This design comes from an exercise in tuning for small area, a short achievable clock period and few clock cycles on the open sky130 flow, not from production work.
In this exercise RTL edits were held to simulation tests only and were not proved equivalent to the original.
No driver is modelled on the clock port, so clock power and skew are understated where the tree is cut down; a real chip needs a root buffer or a tree.
No activity file was given, so power comes from the tool's default toggle rates.

// cache_top
module cache_top #(
    parameter ADDR_WIDTH = 16,
    parameter ADDR_WIDTH_SRAM = 8,
    parameter DATA_WIDTH = 8,
    parameter DEPTH = 2**ADDR_WIDTH_SRAM
)(
    input clk,
    input rst,
    input [ADDR_WIDTH-1:0] Address_cpu,
    input wr_rd_cpu,
    input cs_cpu,
    input [DATA_WIDTH-1:0] DOut_cpu,
    output wire [DATA_WIDTH-1:0] din_cpu,
    output wire rdy_cpu,
    input [DATA_WIDTH-1:0] DOut_sdram,
    output wire [ADDR_WIDTH-1:0] Address_sdram,
    output wire wr_rd_sdram,
    output wire mstrb_sdram,
    output wire [DATA_WIDTH-1:0] din_sdram
);
clock: 10.0 ns
lec_check: 0
abc_area: 1
abc_clock_period_in_ps: 100000
cap_margin: 20
core_area: 3 3 61 61
cts_buf_list: sky130_fd_sc_hd__clkbuf_1
die_area: 0 0 64 64
place_density: 0.6
slew_margin: 20
standard.sh (not shown) runs the stock make flow with config.mk's settings and CLKGATE_MAP_FILE= SYNTH_SCRIPT=/design/flow/synth_recipe.tcl, a recipe that flattens the netlist after the stock synthesis.
==> flow/flow/run.sh <==
#!/bin/bash
# The standard layout (the standard.sh: ORFS synthesis to finish), with
# two changes: the port buffers are the platform's smallest buffer (buf_1)
# instead of the resizer's default pick, and the clock tree is one clkbuf_1
# (flow/cts_one_buffer.tcl). Make's full output goes to standard_make.log;
# each ORFS step keeps its own log under orfs/logs/.
set -euo pipefail
bash standard.sh \
  "BUFFER_PORTS_ARGS=-buffer_cell sky130_fd_sc_hd__buf_1" \
  "PRE_CTS_TCL=$PWD/flow/cts_one_buffer.tcl" \
  finish > standard_make.log 2>&1
==> flow/flow/cts_one_buffer.tcl <==
# PRE_CTS_TCL hook: for a design this small (three registers, placed close
# together) the clock tree is a single clkbuf_1 between the clock port and
# every register clock pin, placed at the registers' centre. It stands in
# for TritonCTS, whose H-tree here is a root buffer and two leaf buffers.
# The rest of cts.tcl (legalization, timing repair) runs as usual.
rename clock_tree_synthesis tritoncts_clock_tree_synthesis
proc clock_tree_synthesis {args} {
  set block [ord::get_db_block]
  set clk_net [[$block findBTerm clk] getNet]
  set sinks [$clk_net getITerms]
  if {[llength $sinks] == 0 || [llength $sinks] > 8} {
    # not the design this hook is for: leave it to TritonCTS
    return [tritoncts_clock_tree_synthesis {*}$args]
  }
  set sx 0; set sy 0
  foreach it $sinks {
    set bb [[$it getInst] getBBox]
    set sx [expr {$sx + ([$bb xMin] + [$bb xMax]) / 2}]
    set sy [expr {$sy + ([$bb yMin] + [$bb yMax]) / 2}]
  }
  set n [llength $sinks]
  set master [[ord::get_db] findMaster sky130_fd_sc_hd__clkbuf_1]
  set buf [odb::dbInst_create $block $master clkbuf_0_clk]
  set leaf [odb::dbNet_create $block clknet_0_clk]
  $leaf setSigType CLOCK
  $clk_net setSigType CLOCK
  foreach it $sinks {
    $it disconnect
    $it connect $leaf
  }
  [$buf findITerm A] connect $clk_net
  [$buf findITerm X] connect $leaf
  $buf setLocation [expr {$sx / $n}] [expr {$sy / $n}]
  $buf setPlacementStatus PLACED
  set_propagated_clock [all_clocks]
  puts "cts_one_buffer: clkbuf_1 drives $n register clock pins"
}
Testbench counts at the start, summed over its fixed seeds: cycles 16,000.
Next try:
==> flow/flow/run.sh (replaced) <==
#!/bin/bash
# The standard layout (the standard.sh: ORFS synthesis to finish), with
# three changes: the port buffers are the platform's smallest buffer (buf_1)
# instead of the resizer's default pick, and the clock tree is one clkbuf_1
# (flow/cts_one_buffer.tcl), and gates ABC mapped at drive strength 2 go
# back to strength 1 (flow/downsize.tcl). Make's full output goes to standard_make.log;
# each ORFS step keeps its own log under orfs/logs/.
set -euo pipefail
bash standard.sh \
  "BUFFER_PORTS_ARGS=-buffer_cell sky130_fd_sc_hd__buf_1" \
  "PRE_CTS_TCL=$PWD/flow/cts_one_buffer.tcl" \
  "POST_FLOORPLAN_TCL=$PWD/flow/downsize.tcl" \
  finish > standard_make.log 2>&1
==> flow/flow/downsize.tcl (new file) <==
# POST_FLOORPLAN hook: area recovery on the synthesized netlist. ABC maps
# some logic gates at drive strength 2 where strength 1 does (every path in
# this design has several ns of slack); swap each such combinational gate
# for the strength-1 cell of the same function. Registers, buffers and
# clock cells are left alone; later repair steps may still upsize.
set n_swapped 0
foreach inst [[ord::get_db_block] getInsts] {
  set m [[$inst getMaster] getName]
  if {![regexp {^sky130_fd_sc_hd__((?:nand|nor|and|or|inv|xor|xnor|a|o)[0-9a-z_]*?)_([2-9]|1[0-9])$} $m -> base drive]} continue
  set small "sky130_fd_sc_hd__${base}_1"
  if {[[ord::get_db] findMaster $small] eq "NULL"} continue
  replace_cell [$inst getName] $small
  puts "downsize: [$inst getName] $m -> $small"
  incr n_swapped
}
puts "downsize: $n_swapped gates swapped"
Settings changed: ABC_CLOCK_PERIOD_IN_PS 100000 to unset.
After rerunning: The new run went through all stages and came out clean. Cell count is unchanged. Die area is unchanged. Clock power increases by about 2%. Cell area went down by 1.6%. Power decreases by 0.31%. Setup slack hardly moves. Routed wire length is lower by 13%. Fmax is about the same. Utilization hardly moves.
Next try:
==> flow/flow/run.sh (replaced) <==
#!/bin/bash
# The standard layout (the standard.sh: ORFS synthesis to finish), with
# two changes: the port buffers are the platform's smallest buffer (buf_1)
# instead of the resizer's default pick, and the clock tree is one clkbuf_1
# (flow/cts_one_buffer.tcl). Make's full output goes to standard_make.log;
# each ORFS step keeps its own log under orfs/logs/.
set -euo pipefail
bash standard.sh \
  "BUFFER_PORTS_ARGS=-buffer_cell sky130_fd_sc_hd__buf_1" \
  "PRE_CTS_TCL=$PWD/flow/cts_one_buffer.tcl" \
  finish > standard_make.log 2>&1
Settings changed: ABC_AREA 1 to 0.
removed: flow/flow/downsize.tcl
What happened: Worst setup slack is about the same; wire length is lower by 13%; die area stays the same; global-route usage barely changes; worst hold slack is about the same; core utilization barely changes.
Next try:
==> flow/flow/run.sh (replaced) <==
#!/bin/bash
# The standard layout (the standard.sh: ORFS synthesis to finish), with
# three changes: the port buffers are the platform's smallest buffer (buf_1)
# instead of the resizer's default pick; the clock tree is one clkbuf_1
# (flow/cts_one_buffer.tcl); and gates ABC mapped at drive strength 2 go
# back to strength 1 (flow/downsize.tcl). Make's full output goes to
# standard_make.log; each ORFS step keeps its own log under orfs/logs/.
set -euo pipefail
bash standard.sh \
  "BUFFER_PORTS_ARGS=-buffer_cell sky130_fd_sc_hd__buf_1" \
  "PRE_CTS_TCL=$PWD/flow/cts_one_buffer.tcl" \
  "POST_FLOORPLAN_TCL=$PWD/flow/downsize.tcl" \
  finish > standard_make.log 2>&1
==> flow/flow/downsize.tcl (new file) <==
# POST_FLOORPLAN hook: area recovery on the synthesized netlist. ABC maps
# some logic gates at drive strength 2 where strength 1 does (every path in
# this design has several ns of slack); swap each such combinational gate
# for the strength-1 cell of the same function. Registers, buffers and
# clock cells are left alone; later repair steps may still upsize.
set n_swapped 0
foreach inst [[ord::get_db_block] getInsts] {
  set m [[$inst getMaster] getName]
  if {![regexp {^sky130_fd_sc_hd__((?:nand|nor|and|or|inv|xor|xnor|a|o)[0-9a-z_]*?)_([2-9]|1[0-9])$} $m -> base drive]} continue
  set small "sky130_fd_sc_hd__${base}_1"
  if {[[ord::get_db] findMaster $small] eq "NULL"} continue
  replace_cell [$inst getName] $small
  puts "downsize: [$inst getName] $m -> $small"
  incr n_swapped
}
puts "downsize: $n_swapped gates swapped"
Settings changed: ABC_AREA 0 to 1.
Result: The new run produced a clean layout; global-route usage stays flat; register-to-register slack gains 0.07 ns; setup slack hardly moves.
No run of this note takes its clock network from TritonCTS; it comes from the design's own scripts or RTL.

-- what the ideal ports hide --
No port has a modelled driver above. Below, the same layouts with a new extraction and two added sets of constraints. Step 1: set_driving_cell puts a clkbuf_16 on clk and a buf_2 on each other input, an assumption about the parent block. Step 2 also shifts input and output timing later by t, the mid clock arrival at the registers, as if the neighbouring blocks saw the same clock. Slacks: ideal ports / drivers / drivers and shift; pairs: ideal ports / drivers.
run	shift t [ns]	slack for setup (ns)	cell pins on the clock port's net
the first run	0.124	5.999 / 5.928 / 5.928	1
the second run	0.124	6.000 / 5.935 / 5.935	1
the third run	0.124	6.000 / 5.940 / 5.940	1
the fourth run	0.124	6.000 / 5.935 / 5.935	1
After both steps every run listed still meets setup and hold. The setup slack of the first run, which loses most, moves by -0.071 ns with the drivers and by -0.071 ns with both steps.
